Context: an optimization exercise on an open-source flow, tuned for small area, a short achievable clock period and few clock cycles. The choices shown serve that exercise and are no tape-out recipe.
RTL that was checked went through simulation tests only; none was proved equivalent to the original.
Power and IR drop assume default switching activity.

## CHIP
module CHIP (
    clk, rst_n,
    mem_read_D, mem_write_D, mem_addr_D, mem_wdata_D, mem_rdata_D, mem_ready_D,
    mem_read_I, mem_write_I, mem_addr_I, mem_wdata_I, mem_rdata_I, mem_ready_I,
    DCACHE_addr, DCACHE_wdata, DCACHE_wen
);
    input          clk, rst_n;
    output         mem_read_D;
    output         mem_write_D;
    output [31:4]  mem_addr_D;
    output [127:0] mem_wdata_D;
    input  [127:0] mem_rdata_D;
    input          mem_ready_D;
    output         mem_read_I;
    output         mem_write_I;
    output [31:4]  mem_addr_I;
    output [127:0] mem_wdata_I;
    input  [127:0] mem_rdata_I;
    input          mem_ready_I;
    output [29:0]  DCACHE_addr;
    output [31:0]  DCACHE_wdata;
    output         DCACHE_wen;
    localparam IIB = 2;               
    localparam IW  = 2;               
    localparam IS  = 1 << IIB;
    localparam ISB = 10;              
    localparam ITW = ISB - IIB;       
    localparam DL  = 4;               
    localparam DSB = 10;              
    localparam DTW = DSB;
    localparam MS_IDLE = 2'd0, MS_REQ = 2'd1, MS_WAIT = 2'd2;
    reg  [29:0] pc;                  
    reg         d_v;                 
    reg         d_pj;                
    reg  [31:0] d_ir;
    reg  [29:0] d_pc1;               
    reg         e_v;                 
    reg  [4:0]  e_sa;                
    reg  [31:0] e_yv;                
    reg         e_sub, e_sra, e_srl, e_bne;
    reg         e_osum, e_olog, e_osh, e_oslt, e_olnk;    
    reg  [1:0]  e_lop;
    reg         e_fw;                
    reg  [29:0] e_alt;               
    reg         e_pt;                
    reg  [29:0] ras;                 
    reg  [31:0] e_a, e_b;
    reg  [4:0]  e_rd;
    reg         e_we, e_ld, e_st, e_br, e_jr;
  ...
Size in the first run: roughly 11000 cells after synthesis, ~3400 flip-flops, ~0.16 mm² of cells after synthesis.
Settings: LEC_CHECK=0, ABC_CLOCK_PERIOD_IN_PS=4000, CAP_MARGIN=20, CORE_MARGIN=2, CORE_UTILIZATION=45, SETUP_SLACK_MARGIN=5.0, SLEW_MARGIN=20; clock period 9.0 ns.
run.sh (not shown) runs the stock make flow with config.mk's settings and CLKGATE_MAP_FILE= SYNTH_SCRIPT=/design/flow/synth_recipe.tcl, a recipe that flattens the netlist after the stock synthesis.
==> next run, changes <==
--- a/flow/design.v
+++ b/flow/design.v
@@ -28,16 +28,18 @@
     localparam DL  = 4;               
     localparam DSB = 10;              
     localparam DTW = DSB;
     localparam MS_IDLE = 2'd0, MS_REQ = 2'd1, MS_WAIT = 2'd2;
     reg  [29:0] pc;                  
     reg         d_v;                 
     reg         d_pj;                
     reg  [31:0] d_ir;
+    reg  [3:0]  d_rsh, d_rth;        
+    reg  [7:0]  d_rsl, d_rtl;        
     reg  [29:0] d_pc1;               
     reg         e_v;                 
     reg  [4:0]  e_sa;                
     reg  [31:0] e_yv;                
     reg         e_sub, e_sra, e_srl, e_bne;
     reg         e_osum, e_olog, e_osh, e_oslt, e_olnk;    
     reg  [1:0]  e_lop;
     reg         e_fw;                
@@ -144,22 +146,22 @@
     wire [29:0] d_jtgt = {d_pc1[29:26], d_ir[25:0]};
     wire        d_bpt  = d_br & d_ir[15];                      
     reg  [31:0] d_rfs, d_rft;
     integer r;
     always @(*) begin
         d_rfs = 32'd0;
         d_rft = 32'd0;
         for (r = 1; r < 32; r = r + 1) begin
-            d_rfs = d_rfs | ({32{(d_rs == r) & rv[r]}} & rf[r]);
-            d_rft = d_rft | ({32{(d_rt == r) & rv[r]}} & rf[r]);
+            d_rfs = d_rfs | ({32{d_rsh[r / 8] & d_rsl[r % 8] & rv[r]}} & rf[r]);
+            d_rft = d_rft | ({32{d_rth[r / 8] & d_rtl[r % 8] & rv[r]}} & rf[r]);
         end
     end
-    wire [31:0] d_rsv = (w_we & (w_rd == d_rs) & (d_rs != 5'd0)) ? w_val : d_rfs;
-    wire [31:0] d_rtv = (w_we & (w_rd == d_rt) & (d_rt != 5'd0)) ? w_val : d_rft;
+    wire d_faww = w_we & (w_rd == d_rs);                 
+    wire d_fbww = w_we & (w_rd == d_rt);
     wire [2:0] d_code = d_rtype ? d_fn[2:0] : (d_op[5] ? 3'b000 : d_op[2:0]);
     wire d_sub = (d_code == 3'b010);                           
     wire d_slt = d_sub & (~d_rtype | d_fn[3]);
     wire d_shf = d_rtype & ~d_fn[5];
     wire d_ui  = (d_op[5:2] == 4'b0011);                       
     wire d_fam = e_v & e_fw & (e_rd == d_rs);
     wire d_faw = m_we & (m_rd == d_rs);
     wire d_fbm = e_v & e_fw & (e_rd == d_rt);
@@ -292,18 +294,28 @@
     assign DCACHE_wen   = m_st;
     assign DCACHE_addr  = m_res[31:2];
     assign DCACHE_wdata = m_sd;
     assign mem_read_I  = i_req;
     assign mem_write_I = 1'b0;
     assign mem_addr_I  = i_addr;
     assign mem_wdata_I = 128'd0;
     wire [31:0] d_mval = m_ld ? m_ldv : m_res;
-    wire [31:0] d_fav  = d_fam ? e_res : (d_faw ? d_mval : d_rsv);
-    wire [31:0] d_fbv  = d_fbm ? e_res : (d_fbw ? d_mval : d_rtv);
+    wire d_sae = d_fam;
+    wire d_sam = d_faw & ~d_fam;
+    wire d_saw = d_faww & ~d_fam & ~d_faw;
+    wire d_sar = ~d_fam & ~d_faw & ~d_faww;
+    wire d_sbe = d_fbm;
+    wire d_sbm = d_fbw & ~d_fbm;
+    wire d_sbw = d_fbww & ~d_fbm & ~d_fbw;
+    wire d_sbr = ~d_fbm & ~d_fbw & ~d_fbww;
+    wire [31:0] d_fav = ({32{d_sae}} & e_res) | ({32{d_sam}} & d_mval) | ({32{d_saw}} & w_val) | ({32{d_sar}} & d_rfs);
+    wire [31:0] d_fbv = ({32{d_sbe}} & e_res) | ({32{d_sbm}} & d_mval) | ({32{d_sbw}} & w_val) | ({32{d_sbr}} & d_rft);
+    wire [31:0] d_yv  = ({32{d_ryv & d_sbe}} & e_res) | ({32{d_ryv & d_sbm}} & d_mval) | ({32{d_ryv & d_sbw}} & w_val) |
+                        ({32{d_ryv & d_sbr}} & d_rft) | ({32{~d_ryv}} & d_iml);
     wire d_red  = d_v & ~d_haz & ((~d_pj & (d_j | d_jal | d_ret)) | d_bpt);
     wire [29:0] d_tgt = d_ret ? ras : (d_br ? d_btgt : d_jtgt);
     integer k;
     always @(posedge clk) begin
         if (!rst_n) w_we <= 1'b0;
         else        w_we <= m_we & ~m_pend & ~freeze;
         w_rd  <= m_rd;
         w_val <= m_ld ? m_ldv : m_res;
@@ -332,17 +344,17 @@
                 e_we <= d_we;
                 e_ld <= d_lw;
                 e_st <= d_sw;
                 e_br <= d_br;
                 e_jr <= d_jr;
                 e_fw <= d_we & ~d_lw;
             end
             e_sa  <= d_ir[10:6];
-            e_yv  <= d_ryv ? d_fbv : d_iml;
+            e_yv  <= d_yv;
             e_sub <= d_sub;
             e_sra <= d_fn[0];
             e_srl <= d_fn[1];
             e_lop <= d_code[1:0];
             e_olnk <= d_jal | d_jalr;
             e_osh  <= d_shf & ~d_jalr;
             e_oslt <= d_slt;
             e_olog <= d_code[2] & ~d_shf & ~d_jal & ~d_jalr;
@@ -351,16 +363,20 @@
             e_alt <= d_ret ? ras : (d_bpt ? d_pc1 : d_btgt);
             e_pt  <= d_bpt | d_ret;
             if (d_v & ~d_haz & ~e_red & (d_jal | d_jalr)) ras <= d_pc1;
             e_a   <= d_fav;
             e_b   <= d_fbv;
             e_rd  <= d_rd;
             if (!d_haz) begin
                 d_ir  <= f_ir;
+                d_rsh <= 4'b0001 << f_ir[25:24];
+                d_rsl <= 8'b00000001 << f_ir[23:21];
+                d_rth <= 4'b0001 << f_ir[20:19];
+                d_rtl <= 8'b00000001 << f_ir[18:16];
                 d_pc1 <= f_pc1;
                 d_pj  <= f_isj | f_isr;
             end
             if (e_red) begin
                 pc  <= e_tgt;
                 d_v <= 1'b0;
             end else if (d_haz) begin
             end else if (d_red) begin
Result:
- sequential power is about the same
- routed wire length falls slightly
- maximum frequency is higher slightly
- setup slack improves by 0.059 ns
- core utilization falls by 0.40 points
- clock-buffer cell count is higher by 37
- final area shrinks slightly
- critical path depth stays the same
- global-route usage falls by 0.44 points
- non-clock buffer count goes down by 68
- clock skew came out higher by 0.017 ns
No functional check of the RTL was part of any run of this note.

* * *

Setup of v6:
CHIP, a different RTL version from the one above (not shown whole).
Size in the first run: about 11000 cells after synthesis, ~3400 flip-flops, ~640 I/O pins.
clock: 9.0 ns
lec_check: 0
abc_clock_period_in_ps: 4000
cap_margin: 20
core_margin: 2
core_utilization: 45
setup_slack_margin: 5.0
slew_margin: 20
v6 ran to completion and came out clean on the timing, design-rule and antenna checks.
Testbench counts of v6, summed over its fixed seeds: cycles 18,638.
Inputs modified between v6 and v7:
-- flow/design.v --
<<< v6, line 154
        end
    end
    wire [31:0] d_rsv = (w_we & (w_rd == d_rs) & (d_rs != 5'd0)) ? w_val : d_rfs;
    wire [31:0] d_rtv = (w_we & (w_rd == d_rt) & (d_rt != 5'd0)) ? w_val : d_rft;
    wire [2:0] d_code = d_rtype ? d_fn[2:0] : (d_op[5] ? 3'b000 : d_op[2:0]);
    wire d_sub = (d_code == 3'b010);                           
>>> v7, line 154
        end
    end
    wire d_faww = w_we & (w_rd == d_rs);                 
    wire d_fbww = w_we & (w_rd == d_rt);
    wire [2:0] d_code = d_rtype ? d_fn[2:0] : (d_op[5] ? 3'b000 : d_op[2:0]);
    wire d_sub = (d_code == 3'b010);                           
<<< v6, line 167
    wire        d_ryv = d_rtype & ~d_jalr;
    wire [31:0] d_iml = (d_jal | d_jalr) ? {d_pc1, 2'b00} : {{16{~d_ui & d_ir[15]}}, d_ir[15:0]};
    wire d_haz = d_v & ((e_ld & ((d_use_rs & (e_rd == d_rs)) | (d_use_rt & (e_rd == d_rt)))) |
                        (pl_v & ((d_use_rs & (d_rs == pl_rd)) | (d_use_rt & (d_rt == pl_rd)) | (d_we & (d_rd == pl_rd)))));
    wire [31:0] e_fa = e_a;
    wire [31:0] e_fb = e_b;
>>> v7, line 167
    wire        d_ryv = d_rtype & ~d_jalr;
    wire [31:0] d_iml = (d_jal | d_jalr) ? {d_pc1, 2'b00} : {{16{~d_ui & d_ir[15]}}, d_ir[15:0]};
    wire d_haz = d_v & ((e_ld & ((e_rd == d_rs) | (e_rd == d_rt))) |
                        (pl_v & ((d_rs == pl_rd) | (d_rt == pl_rd) | (d_rdf == pl_rd) | (pl_rd == 5'd31))));
    wire [31:0] e_fa = e_a;
    wire [31:0] e_fb = e_b;
<<< v6, line 240
    wire d_busy = (ds_st == D_RREQ) | (ds_st == D_RWAIT);
    wire d_rdy  = (ds_st == D_RWAIT) & mem_ready_D;
    wire m_rel  = m_ld & ~pl_v & ~(e_v & e_we & (e_rd == m_rd)) &
                  ~(d_v & ((d_use_rs & (d_rs == m_rd)) | (d_use_rt & (d_rt == m_rd)) | (d_we & (d_rd == m_rd))));
    wire d_go   = d_rdy & ~d_st & ~d_pl;                   
    wire d_sblk = m_st & d_busy & (~m_hit | (m_hl == d_vi) | d_rdy);
>>> v7, line 240
    wire d_busy = (ds_st == D_RREQ) | (ds_st == D_RWAIT);
    wire d_rdy  = (ds_st == D_RWAIT) & mem_ready_D;
    wire m_rel  = m_ld & (~m_we | (~pl_v & ~(e_v & e_we & (e_rd == m_rd)) &
                  ~(d_v & ((d_rs == m_rd) | (d_rt == m_rd) | (d_rdf == m_rd) | (m_rd == 5'd31)))));
    wire d_go   = d_rdy & ~d_st & ~d_pl;                   
    wire d_sblk = m_st & d_busy & (~m_hit | (m_hl == d_vi) | d_rdy);
<<< v6, line 298
    assign mem_wdata_I = 128'd0;
    wire [31:0] d_mval = m_ld ? m_ldv : m_res;
    wire [31:0] d_fav  = d_fam ? e_res : (d_faw ? d_mval : d_rsv);
    wire [31:0] d_fbv  = d_fbm ? e_res : (d_fbw ? d_mval : d_rtv);
    wire d_red  = d_v & ~d_haz & ((~d_pj & (d_j | d_jal | d_ret)) | d_bpt);
    wire [29:0] d_tgt = d_ret ? ras : (d_br ? d_btgt : d_jtgt);
>>> v7, line 298
    assign mem_wdata_I = 128'd0;
    wire [31:0] d_mval = m_ld ? m_ldv : m_res;
    wire d_sae = d_fam;
    wire d_sam = d_faw & ~d_fam;
    wire d_saw = d_faww & ~d_fam & ~d_faw;
    wire d_sar = ~d_fam & ~d_faw & ~d_faww;
    wire d_sbe = d_fbm;
    wire d_sbm = d_fbw & ~d_fbm;
    wire d_sbw = d_fbww & ~d_fbm & ~d_fbw;
    wire d_sbr = ~d_fbm & ~d_fbw & ~d_fbww;
    wire [31:0] d_fav = ({32{d_sae}} & e_res) | ({32{d_sam}} & d_mval) | ({32{d_saw}} & w_val) | ({32{d_sar}} & d_rfs);
    wire [31:0] d_fbv = ({32{d_sbe}} & e_res) | ({32{d_sbm}} & d_mval) | ({32{d_sbw}} & w_val) | ({32{d_sbr}} & d_rft);
    wire [31:0] d_yv  = ({32{d_ryv & d_sbe}} & e_res) | ({32{d_ryv & d_sbm}} & d_mval) | ({32{d_ryv & d_sbw}} & w_val) |
                        ({32{d_ryv & d_sbr}} & d_rft) | ({32{~d_ryv}} & d_iml);
    wire d_red  = d_v & ~d_haz & ((~d_pj & (d_j | d_jal | d_ret)) | d_bpt);
    wire [29:0] d_tgt = d_ret ? ras : (d_br ? d_btgt : d_jtgt);
<<< v6, line 338
            end
            e_sa  <= d_ir[10:6];
            e_yv  <= d_ryv ? d_fbv : d_iml;
            e_sub <= d_sub;
            e_sra <= d_fn[0];
>>> v7, line 348
            end
            e_sa  <= d_ir[10:6];
            e_yv  <= d_yv;
            e_sub <= d_sub;
            e_sra <= d_fn[0];
<<< v6, line 480
                pl_w <= 1'b0;
            end
            if (d_rst && m_ld && m_rel) pl_v <= 1'b1;
            if (d_rdy && d_pl) pl_w <= 1'b1;
            case (ds_st)
                D_IDLE: begin
>>> v7, line 490
                pl_w <= 1'b0;
            end
            if (d_rst && m_ld && m_we && m_rel) pl_v <= 1'b1;
            if (d_rdy && d_pl && pl_v) pl_w <= 1'b1;
            case (ds_st)
                D_IDLE: begin
--- outcome ---
Compared v6 against v7; post-detailed-route wirelength per cell within noise.
The clock distribution area overhead in the final layout of v6 and that of v7 are within noise of each other.
Re clock tree buffer count of the final layout: v6 was lower than v7.
Compared with v6, in v7 combinational fraction of design power now smaller, wire length now smaller, area inside the core boundary comparable, met2 usage in global routing now larger.
v7 vs v6 — power in the clock group dropped by a few percent
Compared v7 against v6; sequential power within noise.
v6 → v7: share of the cycle needed by the critical path after routing saw an increase; critical path depth closely matched the old numbers; first-pass iteration count of the detailed router saw an increase; number of buffers and inverters on the critical path moved up.
Overall power improves in v7 relative to v6.
For v7, only the layout was checked, not whether the RTL still works.

afterwards: timing with drivers on the ports:
How much do the figures lean on ideal ports? The routed layouts below were timed once more, with nothing changed but the port constraints. Step 1, drivers: a clkbuf_16 drives clk and a buf_2 each remaining input, both assumed. Step 2, shift: input delay + t, output delay - t, t = (earliest + latest rising clock arrival at the registers) / 2. This alone moves slack from input paths to output paths. a / b / c = no drivers / after step 1 / after step 2; a / b = the first two.
| run | shift t [ns] | slack for setup (ns) | pins driven straight from the clock port |
|---|---|---|---|
| the first run of note 1 | 1.077 | 4.779 / 4.779 / 3.928 | 1 |
| the second run of note 1 | 1.040 | 4.838 / 4.838 / 4.003 | 1 |
| v6 | 1.071 | 4.895 / 4.884 / 4.074 | 1 |
| v7 | 1.091 | 4.737 / 4.737 / 4.076 | 1 |
After both steps every run listed still meets setup and hold. The setup slack of the first run of note 1, which loses most, moves by 0.000 ns with the drivers and by -0.851 ns with both steps.
